This is an optimization exercise on Yosys and OpenROAD, whose aim is small area, a short achievable clock period and few clock cycles per item, not a production implementation.
Function was checked by simulation only, so behaviour that the tests miss may differ from the original.
Power is estimated from default activity; no workload was simulated.

==> flow/design.v (outline; a module is shown in full before it is edited, if it fits) <==
// module fpmul_dp: 1072 lines
// module prefix24: 27 lines
// module prefix24ks: 279 lines
// module fpmul_pgn: 10 lines
// module fpmul_pgp: 10 lines
// module prefix13ks: 127 lines
// module fpmul_fa: 9 lines
// module fpmul_ha: 8 lines
// module fpmul_cu: 12 lines
// module fpmul: 20 lines
module fpmul(
    input wire Clk,
    input wire Rst,
    input wire Start,
    input wire [31:0] A,
    input wire [31:0] B,
    output wire Done,
    output wire [31:0] P,
    output wire UF,
    output wire OF,
    output wire NaNF,
    output wire InfF,
    output wire DNF,
    output wire ZF );
  // ...
==> flow/flow/run.sh <==
#!/bin/bash
# Layout flow: the standard flow (standard.sh), run unchanged for
# synthesis, then for the rest of the layout with two ORFS settings changed:
# the port buffers are buf_4 cells (instead of the delay cells the resizer
# picks by default), and timing repair may resize a cell to one of another
# footprint. Each make run's output is kept in its own log file here.
set -euo pipefail
cd "$(dirname "$0")/.."
bash standard.sh synth > synth.log 2>&1
sed 's|"\${@:-finish}"|MATCH_CELL_FOOTPRINT=0 "BUFFER_PORTS_ARGS=-buffer_cell sky130_fd_sc_hd__buf_4" "${@:-finish}"|' \
    standard.sh > layout.sh
grep -q 'MATCH_CELL_FOOTPRINT=0' layout.sh
bash layout.sh finish > layout.log 2>&1
==> flow/standard.sh <==
#!/bin/bash
# synth_recipe.tcl (not shown) runs the flow's synth.tcl, then flattens the netlist and writes it again
# the make line also repeats each setting of config.mk as NAME=value (left out here)
make -C /OpenROAD-flow-scripts/flow DESIGN_CONFIG=/design/flow/config.mk WORK_HOME=/design/flow/orfs CLKGATE_MAP_FILE= SYNTH_SCRIPT=/design/flow/synth_recipe.tcl "${@:-finish}"
==> flow/config.mk <==
export PLATFORM = sky130hd
export DESIGN_NAME = fpmul
export DESIGN_NICKNAME = fpmul
export VERILOG_FILES = /design/flow/design.v
export SDC_FILE = /design/flow/constraint.sdc
export NUM_CORES = 4
export LEC_CHECK = 0
export CAP_MARGIN = 20
export CORE_MARGIN = 2
export CORE_UTILIZATION = 40
export PLACE_DENSITY = 0.6
export SETUP_SLACK_MARGIN = 2.75
export SLEW_MARGIN = 20
export SYNTH_HIERARCHICAL = 1
==> flow/constraint.sdc <==
create_clock -name core_clock -period 8.0 [get_ports {Clk}]
set_input_delay 1.6000 -clock core_clock [delete_from_list [all_inputs] [get_ports {Clk}]]
set_output_delay 1.6000 -clock core_clock [all_outputs]
set_load 0.01 [all_outputs]
==> flow_summary.ini, run 1 <==
[cells_and_area]
reg_top3 = dp.xu (25), dp.yu (25)
sh_seq_area_pct = 8.314
nFillCells = 4590
drive_gt1_share_pct = 17.68
bufAreaShareNonClock_pct = 4.874
clk_share_pct = 1.573
n_antenna_cell = 0

[global_routing]
busiest_layer = met2
use_met3_pct = 4.611
grt_pass1_wl_mm = 98.62

[setup_path]
path_class = input port to flop
r2r_start = cu.busy
cpMostUsedCell = fa_1
endpoint_kind = flop
cp-start-kind = input port

[place]
dpl_worst_slack_ps = 1958
dpl.cell_count = 2707
placed_area_mm2 = 0.02030

[die]
core-area_mm2 = 0.04785
dieArea_mm2 = 0.05034
nWellTaps = 615

[pwr]
sequentialPower_mw = 0.863
pwr-share-seq_pct = 8.2
power_leader = combinational cells
pwr-share-comb_pct = 87.0

[sta]
hold_viol_final = 0
worstMarginPinSlew_ps = 1105
rsz0062_at_grt = yes

[clocking]
clock_path_buffers = 2
clock_sinks = 90

[worst_hold_path]
whs_path_depth = 1

[routing]
met1_length_mm = 27.45
dr_wl_met2_mm = 29.51
wl_met3_mm = 5.099

[job]
cap_violations = 0

[synth]
avgSynthCellArea_um2 = 9.022
synth_nets = 2657

[status]
outcome = no timing/DRC/antenna violations
Testbench counts, summed over its fixed seeds: cycles 4,096, items 2,048.
==> inputs of run 2 (changes only) <==
--- a/flow/design.v
+++ b/flow/design.v
@@ -980,32 +980,34 @@
     wire ts262, tc262;
     fpmul_fa u_ts262 (.a(pp11_23), .b(ts220), .c(tc219), .s(ts262), .co(tc262));
     wire ts263, tc263;
     fpmul_fa u_ts263 (.a(ths31), .b(tc220), .c(pp11_24), .s(ts263), .co(tc263));
     wire ts264, tc264;
     fpmul_fa u_ts264 (.a(ax[24]), .b(nneg11), .c(thc31), .s(ts264), .co(tc264));
     wire [47:0] X = {ts264, ts263, ts262, ts261, tc259, ts259, tc257, tc256, tc255, tc254, ts254, ts253, tc251, tc250, tc249, tc248, tc247, tc246, tc245, tc244, tc243, tc242, tc241, tc240, tc239, tc238, tc237, tc236, tc235, tc234, tc233, tc232, tc231, tc230, tc229, tc228, tc227, tc226, tc225, tc224, tc223, tc222, tc221, thc33, thc32, pp1_0, pp0_1, neg0};
     wire [47:0] Y = {tc263, tc262, tc261, tc260, ts260, tc258, ts258, ts257, ts256, ts255, tc253, tc252, ts252, ts251, ts250, ts249, ts248, ts247, ts246, ts245, ts244, ts243, ts242, ts241, ts240, ts239, ts238, ts237, ts236, ts235, ts234, ts233, ts232, ts231, ts230, ts229, ts228, ts227, ts226, ts225, ts224, ts223, ts222, ts221, ths33, ths32, 1'b0, pp0_0};
+    wire [24:0] hx_d = X[47:23] ^ Y[47:23];
+    wire [24:1] hy_d = X[46:23] & Y[46:23];
     wire [LK-1:0] l1g = X[LK-1:0] & Y[LK-1:0];
     wire [LK-1:0] l1p = X[LK-1:0] ^ Y[LK-1:0];
     wire [LK-1:0] l1o = X[LK-1:0] | Y[LK-1:0];
     wire [23:0] l1cg, l1cp;
     prefix24 l1pf (.g({{(24-LK){1'b0}}, l1g}), .p({{(24-LK){1'b0}}, l1p}), .cg(l1cg), .cp(l1cp));
     wire clk_d = l1cg[LK];
     wire zlk_d = (l1p == {l1o[LK-2:0], 1'b0});
-    reg [24:0] xu;
-    reg [24:0] yu;
+    reg [24:0] hx;
+    reg [24:1] hy;
     reg [22:LK] xl, yl;
     reg clk_r, zlk_r;
     reg [9:0] e0;
     reg nan_r, inf_r, zero_r, sgn_r, fz1_r;
     always @(posedge clk) begin
-        xu <= X[47:23];
-        yu <= Y[47:23];
+        hx <= hx_d;
+        hy <= hy_d;
         xl <= X[22:LK];
         yl <= Y[22:LK];
         clk_r <= clk_d;
         zlk_r <= zlk_d;
         e0 <= e_sum;
         nan_r <= op_nan;
         inf_r <= op_inf;
         zero_r <= op_zero;
@@ -1016,18 +1018,16 @@
     wire [22:LK] lp = xl ^ yl;
     wire [22:LK] lo = xl | yl;
     wire [12:0] lcg, lcp;
     prefix13ks lpf (.g({{(12-(23-LK)){1'b0}}, lg, clk_r}), .p({{(12-(23-LK)){1'b0}}, lp, 1'b0}), .cg(lcg), .cp(lcp));
     wire c22 = lcg[23-LK];
     wire c23 = lcg[24-LK];
     wire z22 = lp[22] ^ c22;
     wire low_zero = zlk_r & (lp[LK] == clk_r) & (lp[21:LK+1] == lo[20:LK]);
-    wire [24:0] hx = xu ^ yu;
-    wire [24:1] hy = xu[23:0] & yu[23:0];
     wire [23:0] ug = hx[24:1] & hy[24:1];
     wire [23:0] up = hx[24:1] ^ hy[24:1];
     wire [23:0] cg, cp;
     prefix24ks pf (.g(ug), .p(up), .cg(cg), .cp(cp));
     wire [23:0] W0 = up ^ cg;
     wire [23:0] W1 = up ^ (cg | cp);
     wire x23 = hx[0];
     wire carry_b = x23 & c23;
==> run 2 against run 1 <==
Net effect:
- still clean on timing, DRC and antenna
- clock-buffer cell count is the same
- global-route usage shrank 1.3 points
- clock power shrank about 10%
- setup slack lost 36 ps
- core utilization shrank 0.53 points
==> flow_summary.ini, run 2 <==
[cells_and_area]
layout_common_cells = xnor2_1 (301), fa_1 (254), o22ai_1 (224)
multiInputGateArea_mm2 = 0.01649
nFillCells = 4630
layout_commonest_cell = xnor2_1
reg_top3 = dp.hx (25), dp.hy (24)
nets = 2619
regMostFlops = dp.hx
n_antenna_cell = 0
final_cell_area_mm2 = 0.02142
drive_gt1_share_pct = 18.21
regArea_mm2 = 0.001782
largest_reg_flops = 25
area_growth_pct = 10.88
post-route-util_pct = 44.86

[clocking]
numCtsBuffers = 9
cts-root-buf = clkbuf_16
cts_tree = built
htree_num_levels = 3
clock_path_buffers = 2
clk_latency_ps = 360
clock_sinks = 89
hold_buffers = 0
clk_transition_reported_paths_ps = 70

[die]
row_count = 80
pin_count = 106
die_h_um = 223.8
core-area_mm2 = 0.04775
initial_core_util_pct = 40.46
die_w_um = 223.8
dieArea_mm2 = 0.05006

[pwr]
power.density_mw_per_mm2 = 407.0
swShare_pct = 50.95
clockPowerShare_pct = 5.2
pwr-share-seq_pct = 10.0
irDropWorstVdd_mv = 0.2438
cellLeakagePower_nw = 8.518
pwr-share-comb_pct = 84.8
p_sw_mw = 4.442
p_int_mw = 4.276

[global_routing]
grt_pass1_wl_mm = 93.72
grt_start_max_net_pins = 50
grt_pass1_vias = 16150
globalRouteTotalUtil_pct = 24.26
antenna_found_initial = 2
grt.overflow.total = 0

[sta]
fin_crit_sh_pct = 65.19
worstMarginPinSlew_ps = 1060
whs_ps = 427.1
slew-limit-headroom_pct = 29.23
fin_skew_ps = 0
slew_violations = 0
hold_viol_final = 0
setup_tns_ps = 0
period_needed_ps = 5215
postLayoutSetupSlackWorst_ps = 2785
rsz0062_at_grt = yes
max_clock_freq_mhz = 191.8
finalSetupViolations = 0

[synth]
syn_inst = 2127
synth_nets = 2631
avgSynthCellArea_um2 = 9.081
syn_area_mm2 = 0.01932
yosysWarnings = 9

[setup_path]
path_class = input port to flop
critPathMaxFanout = 13
arrival_ps = 5480
cp.required_ps = 8260
cp-start-kind = input port
endpoint_kind = flop

[routing]
drt_iter0_markers = 1518
final_antenna_net_count = 0
drc = 0
vias = 16200
viasPerCell = 5.924
dr.pass1.iters = 6
routedWlPerCell_um = 22.76
wl_mm = 62.25

[job]
cap_violations = 0

[place]
gp_congestion = 0.9806
placement.io_buffers = 105
dpl_worst_slack_ps = 1868
placed_area_mm2 = 0.02023
dp_hpwl_mm = 47.57

[status]
outcome = no timing/DRC/antenna violations

[worst_hold_path]
hp-class = flop to flop
-- run 2: worst max-delay path: stages --
cell and delay [ps]:
buf_4 200, nor3b_2 450, a21oi_4 170, a21oi_1 350, fa_1 550, fa_1 490
fa_1 470, fa_1 510, fa_1 410, ha_1 270
-- run 2: layer usage --
| layer | vias to the layer above | wire [um] | global-route usage [%] |
|---|---|---|---|
| met5 | - | 0 | 0 |
| met4 | 0 | 2359 | 8.516 |
| met3 | 138 | 5754 | 4.119 |
| met2 | 822 | 27350 | 37.99 |
| met1 | 7954 | 26780 | 33.82 |
| li1 | 7289 | - | - |
-- run 2: what timing repair did --
action,4_1_cts,5_1_grt
pin swaps,2,3
setup buffers,6,14
endpoints found under the setup margin,77,52
resized for setup,85,68
cloned,7,11
hold endpoints to repair,0,0
-- run 2: area by class of cell --
cell class | instances | area share [%]
clock inverter | 6 | 0.3330
clock buffer | 10 | 1.069
inverter | 177 | 3.879
timing repair buffer | 143 | 5.357
multi-input combinational | 1682 | 76.99
sequential | 89 | 8.319
timing repair inverter | 13 | 0.4557
tap | 615 | 3.593
-- run 2: power groups by stage --
stage / registers, mW / logic [mW] / clock network (mW)
final: 0.873 / 7.40 / 0.450
after global routing: 0.896 / 8.32 / 0.481
after CTS: 0.872 / 7.29 / 0.468
after detailed placement: 0.880 / 7.12 / 0
after global placement: 0.877 / 6.96 / 0
after floorplan: 0.833 / 5.20 / 0
-- run 2: path summary, 6_finish.rpt --
path              cells after the start  endpoint  slack, ps  startpoint
setup / recovery                     10  dp.hx[5]       2780        B[3]
hold reg to reg                       1   cu.busy        430     cu.busy
hold / removal                        1   cu.busy        430     cu.busy
setup reg to reg                      1   cu.busy       7460     cu.busy
-- run 2: metrics by stage --
step                std cells  total power [mW]
global route             2735             9.693
finish                   2735             8.717
floorplan                2127             6.031
global placement         2681             7.833
detailed placement       2681             7.998
CTS                      2710             8.628
Testbench counts of run 2, summed over its fixed seeds: cycles 4,096, items 2,048.
==> inputs of run 3 (changes only) <==
--- a/flow/config.mk
+++ b/flow/config.mk
@@ -10,5 +10,5 @@
 export CORE_UTILIZATION = 40
 export PLACE_DENSITY = 0.6
-export SETUP_SLACK_MARGIN = 2.75
+export SETUP_SLACK_MARGIN = 2.9
 export SLEW_MARGIN = 20
 export SYNTH_HIERARCHICAL = 1
==> run 3 against run 2 <==
Net effect:
- still clean on timing, DRC and antenna
- maximum frequency grew 2.6%
- sequential cell count is the same
- first-iteration DRC count grew 16%
- sequential share of layout area shrank 0.58 points
- global-route usage grew 2.1 points
- clock skew is the same
- register-to-register slack is essentially flat
- setup slack gained 130 ps
- non-clock buffer count grew 32
- clock power grew 17%
- sequential power grew 2%
- critical path type unchanged
- critical endpoint is now dp.hx[0]
- highest routed layer unchanged
==> flow_summary.ini, run 3 <==
[clocking]
clock_path_buffers = 2
clk_latency_ps = 360
clock_sinks = 89
clk_transition_reported_paths_ps = 70
numCtsBuffers = 9
cts_tree = built
hold_buffers = 0
cts-root-buf = clkbuf_16
htree_num_levels = 3

[routing]
final_antenna_net_count = 0
wl_met3_mm = 6.345
drt_iter0_markers = 1760
met1_length_mm = 27.72
dr_wl_met2_mm = 30.23
highest_layer = met4
vias = 16660
drc = 0
dr.pass1.iters = 5
routedWlPerCell_um = 24.17
viasPerCell = 6.016
wl_mm = 66.92

[sta]
rsz0062_at_grt = yes
whs_ps = 425.9
fin_crit_sh_pct = 63.55
finalSetupViolations = 0
slew_violations = 0
hold_viol_final = 0
max_clock_freq_mhz = 196.7
fin_skew_ps = 0
slew-limit-headroom_pct = 28.36
period_needed_ps = 5084
worstMarginPinSlew_ps = 1073
postLayoutSetupSlackWorst_ps = 2916
setup_tns_ps = 0

[worst_hold_path]
hp-class = flop to flop

[setup_path]
critPathMaxFanout = 7
r2r_cells = 1
r2r_start = cu.busy
slowest_stage = fa_1
startpoint = B[2]
endpoint_kind = flop
path_class = input port to flop
arrival_ps = 5340
cpMostUsedCell = fa_1
cpPeakStageDelay_ps = 590
crit_chain = buf_4, ha_1, nand2b_4, clkinv_8, buf_4, xnor2_1, o22ai_1, fa_1, fa_1, fa_1, fa_1, fa_1, ha_1
cp-start-kind = input port
crit_path_end = dp.hx[0]
cp.required_ps = 8250
regToRegSetupSlack_ps = 7460
timing.rr.end = cu.busy

[cells_and_area]
post-route-util_pct = 48.49
largest_reg_flops = 25
area_growth_pct = 19.86
layout_common_cells = xnor2_1 (264), fa_1 (224), o22ai_1 (202)
instances_no_fill = 2769
drive_gt1_share_pct = 25.44
regMostFlops = dp.hx
reg_top3 = dp.hx (25), dp.hy (24)
layout_commonest_cell = xnor2_1
n_antenna_cell = 0
nets = 2653

[place]
dpl_worst_slack_ps = 1823
gp_congestion = 0.9527
placement.io_buffers = 105
dpl.cell_count = 2684
dp_hpwl_mm = 48.61

[global_routing]
grt_start_max_net_pins = 45
grt_pass1_wl_mm = 101.2
grt.overflow.total = 0
globalRouteTotalUtil_pct = 26.40
antenna_found_initial = 0
grt_pass1_vias = 17030

[status]
outcome = no timing/DRC/antenna violations

[pwr]
cellLeakagePower_nw = 9.103
irDropWorstVdd_mv = 0.2301
power.density_mw_per_mm2 = 408.3

[die]
die_w_um = 223.8
row_count = 80
core-area_mm2 = 0.04775
dieArea_mm2 = 0.05006
pin_count = 106
die_h_um = 223.8
initial_core_util_pct = 40.46

[synth]
yosysWarnings = 9
syn_inst = 2127
syn_area_mm2 = 0.01932
avgSynthCellArea_um2 = 9.081
synth_nets = 2631

[job]
cap_violations = 0
[run 3: worst min path at each step]
stage                        from  slack (ps)  cells after the start  endpoint
after global placement    cu.busy         410                      1   cu.busy
after detailed placement  cu.busy         420                      1   cu.busy
final                     cu.busy         430                      1   cu.busy
after global routing      cu.busy         450                      1   cu.busy
after CTS                 cu.busy         430                      1   cu.busy
after floorplan           cu.busy         400                      1   cu.busy
[run 3: layout make-up]
cell class	count	area, um^2
fillers	4422	24590
multi-input cells	1683	17700
flip-flops and latches	89	1792
repair buffers	175	1555
inverters	177	845.8
well taps	615	769.5
clock buffers	10	239.0
repair inverters	14	127.6
clock inverters	6	121.4
[run 3: worst max-delay path: cells and delay by family]
family | cells | cell delay (ps)
adder cells (fa/ha/maj) | 7 | 2750
buffers and inverters | 3 | 400
AO/OA/AOI/OAI | 1 | 160
XOR/XNOR | 1 | 250
AND/OR/NAND/NOR | 1 | 160
[run 3: per-stage QoR]
step / cell area, um^2 / total power, mW
final: 23150 / 9.454
after global routing: 23150 / 10.41
after global placement: 20720 / 8.015
after floorplan: 20130 / 6.125
after CTS: 22200 / 9.136
after detailed placement: 20720 / 8.139
[run 3: what timing repair did]
| action | in CTS | in global routing |
|---|---|---|
| buffers inserted | 25 | 21 |
| endpoints found under the hold margin | 0 | 0 |
| endpoints found under the setup margin | 74 | 64 |
| gates resized for setup | 135 | 124 |
| pin swaps | 8 | 22 |
| cloned | 18 | 5 |
[run 3: per-layer routing]
metal  vias up  global-route usage, %
li1       7376                      -
met1      8203                  35.16
met2       925                  42.41
met3       153                  5.470
met4         0                  9.656
met5         -                      0
[run 3: power by group]
| group | internal (mW) | switching (mW) | total (mW) |
|---|---|---|---|
| registers | 0.752 | 0.138 | 0.891 |
| clock network | 0.320 | 0.206 | 0.525 |
| logic | 3.67 | 4.37 | 8.04 |
| total | 4.74 | 4.71 | 9.45 |
==> inputs of run 4 (changes only) <==
--- a/flow/config.mk
+++ b/flow/config.mk
@@ -10,5 +10,5 @@
 export CORE_UTILIZATION = 40
 export PLACE_DENSITY = 0.6
-export SETUP_SLACK_MARGIN = 2.9
+export SETUP_SLACK_MARGIN = 2.6
 export SLEW_MARGIN = 20
 export SYNTH_HIERARCHICAL = 1
==> run 4 against run 3 <==
Net effect:
- critical path depth unchanged
- via count down 3.8%
- clock-buffer cell count up 1
- sequential power down 2%
- non-clock buffer count down 42
- cell count down 1.9%
- total power down 9.4%
- critical path type unchanged
- first-iteration DRC count down 6.0%
- core utilization down 4.4 points
- cell area down 9.1%
- routed wire length down 8.3%
- setup slack worse by 230 ps
==> flow_summary.ini, run 4 <==
[cells_and_area]
drive_gt1_share_pct = 15.98
post-route-util_pct = 44.07
layout_commonest_cell = xnor2_1
final_cell_area_mm2 = 0.02104
layout_common_cells = xnor2_1 (304), fa_1 (260), o22ai_1 (225)
largest_reg_flops = 25
nets = 2601
n_antenna_cell = 0
area_growth_pct = 8.939
regMostFlops = dp.hx
regArea_mm2 = 0.001782
reg_top3 = dp.hx (25), dp.hy (24)
multiInputGateArea_mm2 = 0.01627
nFillCells = 4604

[pwr]
cellLeakagePower_nw = 8.438
finalPower_mw = 8.562
irDropWorstVdd_mv = 0.2373
power.density_mw_per_mm2 = 406.9

[routing]
routedWlPerCell_um = 22.60
viasPerCell = 5.900
final_antenna_net_count = 0
drt_iter0_markers = 1655
drc = 0
wl_mm = 61.39
dr.pass1.iters = 8
vias = 16030

[global_routing]
grt.overflow.total = 0
grt_pass1_vias = 16000
antenna_found_initial = 0
grt_pass1_wl_mm = 93.23
globalRouteTotalUtil_pct = 24.04
grt_start_max_net_pins = 50

[clocking]
cts-root-buf = clkbuf_16
clk_transition_reported_paths_ps = 70
clock_path_buffers = 2
cts_tree = built
hold_buffers = 0
clock_sinks = 89
htree_num_levels = 3
clk_latency_ps = 360
numCtsBuffers = 9

[sta]
slew-limit-headroom_pct = 27.38
max_clock_freq_mhz = 188.1
period_needed_ps = 5315
setup_tns_ps = 0
worstMarginPinSlew_ps = 1088
rsz0062_at_grt = yes
hold_viol_final = 0
fin_skew_ps = 0
slew_violations = 0
fin_crit_sh_pct = 66.44
finalSetupViolations = 0

[setup_path]
crit_chain = buf_4, ha_1, clkinvlp_2, o22ai_1, ha_1, fa_1, fa_1, inv_1, ha_1, xor2_1, nand4_1, or4_1, a21oi_1
critPathMaxFanout = 12
path_class = input port to flop
endpoint_kind = flop
cpMostUsedCell = ha_1
cp.required_ps = 8300
cpPeakStageDelay_ps = 560
cp-start-kind = input port
cp_num_buf_inv = 3
arrival_ps = 5610
regToRegSetupSlack_ps = 7460
path_delay_family = adder cells
slowest_stage = clkinvlp_2

[place]
gp_congestion = 0.9817
placement.io_buffers = 105
dp_hpwl_mm = 48.29
placed_area_mm2 = 0.02020

[die]
pin_count = 106
row_count = 80
die_w_um = 223.8
die_h_um = 223.8
dieArea_mm2 = 0.05006
core-area_mm2 = 0.04775
initial_core_util_pct = 40.46

[job]
cap_violations = 0

[synth]
yosysWarnings = 9
avgSynthCellArea_um2 = 9.081
synth_nets = 2631
syn_area_mm2 = 0.01932
syn_inst = 2127

[status]
outcome = no timing/DRC/antenna violations

[worst_hold_path]
hp-class = flop to flop
-- run 4: cell types whose count changed in the layout (fill, tap and decap cells not counted), moves of 21 or more --
cell | before | now
xnor2_2 | 29 | 3
o22ai_2 | 22 | 1
ha_4 | 37 | 1
fa_1 | 224 | 260
fa_2 | 36 | 0
ha_1 | 132 | 160
xnor2_1 | 264 | 304
o22ai_1 | 202 | 225
-- run 4: report_power, final --
| part | total (mW) | switching [mW] | internal [mW] | leakage (nW) |
|---|---|---|---|---|
| clock network | 0.449 | 0.188 | 0.261 | 0.154 |
| logic | 7.24 | 4.07 | 3.17 | 7.54 |
| registers | 0.874 | 0.126 | 0.748 | 0.745 |
| total | 8.56 | 4.38 | 4.18 | 8.44 |
-- run 4: final cells by class --
type	instances	area share, %
repair inverters	7	0.2319
flip-flops and latches	89	8.467
clock inverters	5	0.2973
repair buffers	133	4.852
inverters	177	3.996
well taps	615	3.657
multi-input cells	1680	77.30
clock buffers	11	1.201
-- run 4: worst paths after layout --
check,cells after the start,endpoint,start
max,13,dp.zlk_r,B[3]
min,1,cu.busy,cu.busy
max reg2reg,1,cu.busy,cu.busy
min reg2reg,1,cu.busy,cu.busy
-- run 4: per-stage QoR --
step,hold WS (ps),setup slack (ps),cells
CTS,427.1,2616,2700
global placement,407.8,1824,2681
floorplan,400.6,2594,2127
global route,461.9,2545,2717
detailed placement,417.2,1786,2681
finish,422.7,2685,2717
-- run 4: per-layer routing --
layer	up-vias	wire length, um	GRT usage [%]
met5	-	0	0
met4	0	1708	6.495
met3	107	5161	4.066
met2	835	27550	38.53
met1	7866	26980	33.53
li1	7223	-	-
-- run 4: what timing repair did --
item,in CTS,in global routing
endpoints found under the setup margin,70,58
setup buffers,2,10
cloned,1,7
pin swaps,2,2
gates resized for setup,54,55
==> inputs of run 5 (changes only) <==
--- a/flow/config.mk
+++ b/flow/config.mk
@@ -8,7 +8,7 @@
 export CAP_MARGIN = 20
 export CORE_MARGIN = 2
-export CORE_UTILIZATION = 40
-export PLACE_DENSITY = 0.6
-export SETUP_SLACK_MARGIN = 2.6
+export CORE_UTILIZATION = 50
+export PLACE_DENSITY = 0.7
+export SETUP_SLACK_MARGIN = 2.75
 export SLEW_MARGIN = 20
 export SYNTH_HIERARCHICAL = 1
==> run 5 against run 4 <==
Net effect:
- clock-buffer cell count is the same
- critical path depth shrank 2
- first-iteration DRC count rose by 17%
- total power is 2.6% higher
- largest cell class unchanged
- clock skew unchanged
- critical path type unchanged
- sequential power up 0.8%
==> flow_summary.ini, run 5 <==
[status]
outcome = no timing/DRC/antenna violations

[setup_path]
cpPeakStageDelay_ps = 510
r2r_cells = 1
cp_num_buf_inv = 3
r2r_start = cu.busy
path_delay_family = adder cells
slowest_stage = fa_1
critPathMaxFanout = 25
cp-start-kind = input port
cpMostUsedCell = fa_1
timing.rr.end = cu.busy
cp.required_ps = 8240
endpoint_kind = flop
crit_chain = buf_16, ha_2, clkinvlp_4, buf_4, o22ai_1, fa_2, fa_1, fa_1, fa_1, fa_1, ha_1
path_class = input port to flop
arrival_ps = 5450
regToRegSetupSlack_ps = 7470

[cells_and_area]
regMostFlops = dp.hx
nets = 2637
largest_reg_flops = 25
n_antenna_cell = 0
layout_common_cells = xnor2_1 (293), fa_1 (254), o22ai_1 (220)
reg_top3 = dp.hx (25), dp.hy (24)
area_growth_pct = 12.27
layout_commonest_cell = xnor2_1
drive_gt1_share_pct = 19.64

[clocking]
numCtsBuffers = 9
clock_path_buffers = 2
clk_latency_ps = 350
clock_sinks = 89
cts_tree = built
cts-root-buf = clkbuf_16
htree_num_levels = 3
clk_transition_reported_paths_ps = 70

[synth]
synth_nets = 2631
syn_inst = 2127
syn_area_mm2 = 0.01932
avgSynthCellArea_um2 = 9.081
yosysWarnings = 9

[die]
die_h_um = 200.6
initial_core_util_pct = 51.04
row_count = 71
core-area_mm2 = 0.03784
die_w_um = 200.6
pin_count = 106
dieArea_mm2 = 0.04022

[sta]
setup_tns_ps = 0
finalSetupViolations = 0
fin_crit_sh_pct = 65.07
slew_violations = 0
fin_skew_ps = 0
postLayoutSetupSlackWorst_ps = 2794
slew-limit-headroom_pct = 31.20
max_clock_freq_mhz = 192.1
hold_viol_final = 0
period_needed_ps = 5206
rsz0062_at_grt = no
worstMarginPinSlew_ps = 1031

[routing]
drc = 0
dr.pass1.iters = 6
final_antenna_net_count = 0
routedWlPerCell_um = 23.48
wl_mm = 62.19
drt_iter0_markers = 1934
viasPerCell = 6.342
vias = 16800

[pwr]
power.density_mw_per_mm2 = 405.0
clockPowerShare_pct = 5.0
swShare_pct = 50.83
pwr-share-comb_pct = 85.0
irDropWorstVdd_mv = 0.3171
p_int_mw = 4.319
p_sw_mw = 4.465
cellLeakagePower_nw = 8.698
pwr-share-seq_pct = 10.0

[global_routing]
grt_start_max_net_pins = 51
grt.overflow.total = 0
antenna_found_initial = 0
globalRouteTotalUtil_pct = 29.43
grt_pass1_vias = 16600
grt_pass1_wl_mm = 93.44

[worst_hold_path]
whs_path_depth = 1
hp-start = cu.busy
min_to = cu.busy
hp-class = flop to flop

[place]
gp_congestion = 0.9665
dpl_worst_slack_ps = 1780
placement.io_buffers = 105
dp_hpwl_mm = 46.32

[job]
cap_violations = 0
run 5: cell types whose count changed in the layout (fill, tap and decap cells not counted), moves of 4 or more:
cell / before / now
xnor2_2: 3 / 14
ha_1: 160 / 144
buf_4: 130 / 145
clkinvlp_4: 10 / 15
inv_6: 3 / 8
buf_6: 1 / 5
fa_2: 0 / 6
a21oi_4: 2 / 6
ha_4: 1 / 14
xnor2_1: 304 / 293
o22ai_2: 1 / 6
fa_1: 260 / 254
o22ai_1: 225 / 220
run 5: cell type report:
cell class,instances,area [um^2]
Inverter,177,844.6
Clock inverter,5,62.56
Timing Repair Buffer,159,1313
Timing Repair inverter,16,118.9
Fill cell,3330,16160
Multi-Input combinational cell,1681,16680
Tap cell,511,639.4
Sequential cell,89,1782
Clock buffer,11,242.7
run 5: how the worst max path moves through the flow:
stage	startpoint	end	slack [ps]	cells past startpoint
global placement	B[1]	dp.zlk_r	1880	15
floorplan	A[3]	dp.zlk_r	2740	13
CTS	B[3]	dp.zlk_r	2730	15
finish	B[1]	dp.hx[0]	2790	11
detailed placement	B[1]	dp.zlk_r	1780	15
global route	B[19]	dp.hx[5]	2730	12
run 5: power by group through the flow:
stage	Sequential, mW	Combinational (mW)	Clock [mW]
global route	0.901	8.32	0.472
global placement	0.880	6.86	0
finish	0.881	7.46	0.439
CTS	0.879	7.30	0.453
floorplan	0.833	5.20	0
detailed placement	0.884	7.09	0
run 5: per-layer routing:
metal | routed length [um] | up-vias | global-route usage (%)
li1 | - | 7333 | -
met1 | 24700 | 8162 | 39.25
met2 | 27980 | 1075 | 47.22
met3 | 6719 | 229 | 5.601
met4 | 2788 | 0 | 11.75
met5 | 0 | - | 0
run 5: through the flow:
| stage | cell area, um^2 | utilization, % | hold WS, ps | power, mW | instances |
|---|---|---|---|---|---|
| 6_report | 21690 | 57.31 | 426.6 | 8.784 | 2649 |
| 5_1_grt | 21690 | 57.31 | 454.0 | 9.696 | 2649 |
| 3_5_place_dp | 20100 | 53.12 | 416.0 | 7.972 | 2577 |
| 4_1_cts | 21020 | 55.55 | 431.5 | 8.631 | 2613 |
| 2_1_floorplan | 19510 | - | 400.6 | 6.031 | 2127 |
| 3_3_place_gp | 20100 | 53.12 | 407.4 | 7.743 | 2577 |
run 5: repair_timing:
| item | 4_1_cts | 5_1_grt |
|---|---|---|
| gates resized for setup | 111 | 70 |
| hold buffers | 0 | 0 |
| pin swaps | 7 | 9 |
| setup endpoints to repair | 74 | 56 |
| gates cloned | 12 | 9 |
| setup buffers | 8 | 27 |
==> inputs of run 6 (changes only) <==
==> flow/flow/run.sh (replaced) <==
#!/bin/bash
# Layout flow: the standard flow (standard.sh), run unchanged for
# synthesis, then for the rest of the layout with two ORFS settings changed:
# the port buffers are buf_2 cells (instead of the delay cells the resizer
# picks by default), and timing repair may resize a cell to one of another
# footprint. Each make run's output is kept in its own log file here.
set -euo pipefail
cd "$(dirname "$0")/.."
bash standard.sh synth > synth.log 2>&1
sed 's|"\${@:-finish}"|MATCH_CELL_FOOTPRINT=0 "BUFFER_PORTS_ARGS=-buffer_cell sky130_fd_sc_hd__buf_2" "${@:-finish}"|' \
    standard.sh > layout.sh
grep -q 'MATCH_CELL_FOOTPRINT=0' layout.sh
bash layout.sh finish > layout.log 2>&1
--- a/flow/config.mk
+++ b/flow/config.mk
@@ -8,6 +8,6 @@
 export CAP_MARGIN = 20
 export CORE_MARGIN = 2
-export CORE_UTILIZATION = 50
-export PLACE_DENSITY = 0.7
+export CORE_UTILIZATION = 40
+export PLACE_DENSITY = 0.6
 export SETUP_SLACK_MARGIN = 2.75
 export SLEW_MARGIN = 20
==> run 6 against run 5 <==
Net effect:
- register-to-register slack hardly changed
- core utilization shrank 12 points
- total power barely moved
- sequential cell count unchanged
- cell area decreased by 0.92%
- area after synthesis did not move
- worst hold slack lost 1.7 ps
- first-iteration DRC count is 19% lower
- setup slack better by 6.4 ps
- clock-buffer cell count fell by 2
- sequential power is 0.9% lower
- cell count increased by 3.5%
- critical path type unchanged
==> flow_summary.ini, run 6 <==
[place]
placement.io_buffers = 105
placed_area_mm2 = 0.01999
dpl_worst_slack_ps = 1787
gp_congestion = 0.9846
dp_hpwl_mm = 48.04
dpl.cell_count = 2683

[clocking]
cts-root-buf = clkbuf_16
htree_num_levels = 3
clk_latency_ps = 360
clk_transition_reported_paths_ps = 70
cts_tree = built
numCtsBuffers = 9
clock_path_buffers = 2
clock_sinks = 89

[setup_path]
r2r_start = cu.busy
endpoint_kind = flop
arrival_ps = 5450
r2r_cells = 1
path_class = input port to flop
timing.rr.end = cu.busy
cp-start-kind = input port
critPathMaxFanout = 12
cp.required_ps = 8250
regToRegSetupSlack_ps = 7470

[sta]
rsz0062_at_grt = yes
worstMarginPinSlew_ps = 1077
fin_skew_ps = 0
period_needed_ps = 5199
slew_violations = 0
finalSetupViolations = 0
postLayoutSetupSlackWorst_ps = 2801
fin_crit_sh_pct = 64.99
hold_viol_final = 0
max_clock_freq_mhz = 192.3
whs_ps = 424.9
slew-limit-headroom_pct = 28.10
setup_tns_ps = 0

[cells_and_area]
area_growth_pct = 11.24
final_cell_area_mm2 = 0.02149
instances_no_fill = 2742
nets = 2626
n_antenna_cell = 0
regMostFlops = dp.hx
drive_gt1_share_pct = 18.90
largest_reg_flops = 25
layout_commonest_cell = xnor2_1
reg_top3 = dp.hx (25), dp.hy (24)
post-route-util_pct = 45.00
layout_common_cells = xnor2_1 (299), fa_1 (255), o22ai_1 (221)

[pwr]
pwr-share-seq_pct = 9.9
finalPower_mw = 8.785
p_int_mw = 4.239
cellLeakagePower_nw = 8.585
p_sw_mw = 4.546
pwr-share-comb_pct = 85.0
power.density_mw_per_mm2 = 408.9
clockPowerShare_pct = 5.0
swShare_pct = 51.74
irDropWorstVdd_mv = 0.2463

[worst_hold_path]
hp-start = cu.busy
whs_path_depth = 1
hp-class = flop to flop
min_to = cu.busy

[routing]
dr.pass1.iters = 6
final_antenna_net_count = 0
wl_mm = 63.74
drt_iter0_markers = 1572
routedWlPerCell_um = 23.25
vias = 16350
viasPerCell = 5.963
drc = 0

[synth]
syn_area_mm2 = 0.01932
yosysWarnings = 9
avgSynthCellArea_um2 = 9.081
synth_nets = 2631
syn_inst = 2127

[global_routing]
grt_pass1_vias = 16660
grt_start_max_net_pins = 49
antenna_found_initial = 0
globalRouteTotalUtil_pct = 24.94
grt.overflow.total = 0
grt_pass1_wl_mm = 96.50

[die]
dieArea_mm2 = 0.05006
pin_count = 106
die_w_um = 223.8
core-area_mm2 = 0.04775
initial_core_util_pct = 40.46
row_count = 80
die_h_um = 223.8

[status]
outcome = no timing/DRC/antenna violations

[job]
cap_violations = 0
[run 6: final cells by class]
cell class,count,area (um^2)
clock inverters,7,78.83
repair buffers,153,992.2
clock buffers,9,225.2
fillers,4566,26260
flip-flops and latches,89,1782
well taps,615,769.5
inverters,177,857.1
repair inverters,13,106.4
multi-input cells,1679,16680
[run 6: worst max-delay path by stage]
stage	from	to	slack, ps
final	B[9]	dp.hx[9]	2800
after global routing	dp.hx[3]	InfF	2710
after CTS	B[13]	dp.hx[2]	2750
after detailed placement	B[3]	dp.zlk_r	1790
after global placement	B[3]	dp.zlk_r	1830
after floorplan	A[3]	dp.zlk_r	2740
[run 6: power groups by stage]
stage / Clock (mW) / Combinational [mW] / Sequential [mW]
after floorplan: 0 / 5.20 / 0.833
after global placement: 0 / 6.90 / 0.880
after detailed placement: 0 / 7.05 / 0.880
after CTS: 0.461 / 7.29 / 0.873
after global routing: 0.475 / 8.38 / 0.896
final: 0.441 / 7.47 / 0.873
[run 6: per-layer routing]
layer / vias up / track usage [%] / share of wire (%)
met5: - / 0 / 0
met4: 0 / 10.62 / 4.6
met3: 177 / 4.604 / 9.0
met2: 866 / 38.87 / 44
met1: 8020 / 33.97 / 43
li1: 7288 / - / -
[run 6: critical path, stage by stage]
cell and delay (ps):
buf_2 160, ha_1 210, nand2b_4 200, buf_4 180, inv_6 160, xnor2_1 180
o22ai_1 130, fa_1 530, fa_1 470, fa_1 410, fa_1 520, fa_1 420
ha_1 280
[run 6: what timing repair did]
action	4_1_cts	5_1_grt
buffers inserted	16	14
hold buffers	0	0
setup endpoints to repair	71	61
gates resized for setup	115	81
pin swaps	3	8
gates cloned	10	3

separate check: timing with driven ports:
The results above use ideal ports. As a check the final layouts listed here were re-extracted and re-timed, cells and wires unchanged.
Step 1 (the two cells are an assumption about what drives the block):
set clk [get_ports {Clk}]
set_driving_cell -lib_cell sky130_fd_sc_hd__clkbuf_16 $clk
set_driving_cell -lib_cell sky130_fd_sc_hd__buf_2 [delete_from_list [all_inputs] $clk]
Step 2 adds t to the input delays and takes it off the output delays; t is the mean of the earliest and latest rising clock arrival at the registers after step 1. Input paths then give back, and output paths get back, about the clock's delay inside the block.
Slacks: no drivers / after step 1 / after step 2; pairs: no drivers / after step 1.
run | shift t [ns] | setup slack, ns | latest minus earliest clock arrival (ns) | worst slew at a driven data input, ns
run 1 | 0.424 | 2.821 / 2.818 / 2.413 | 0.011 / 0.011 | 0.09
run 2 | 0.424 | 2.785 / 2.810 / 2.385 | 0.027 / 0.027 | 0.06
run 3 | 0.417 | 2.916 / 2.801 / 2.384 | 0.015 / 0.014 | 0.19
run 4 | 0.412 | 2.685 / 2.714 / 2.301 | 0.014 / 0.015 | 0.06
run 5 | 0.398 | 2.794 / 2.748 / 2.350 | 0.024 / 0.024 | 0.15
run 6 | 0.409 | 2.801 / 2.829 / 2.419 | 0.014 / 0.015 | 0.04
After both steps every run listed still meets setup and hold. The setup slack of run 3, which loses most, moves by -0.115 ns with the drivers and by -0.532 ns with both steps.
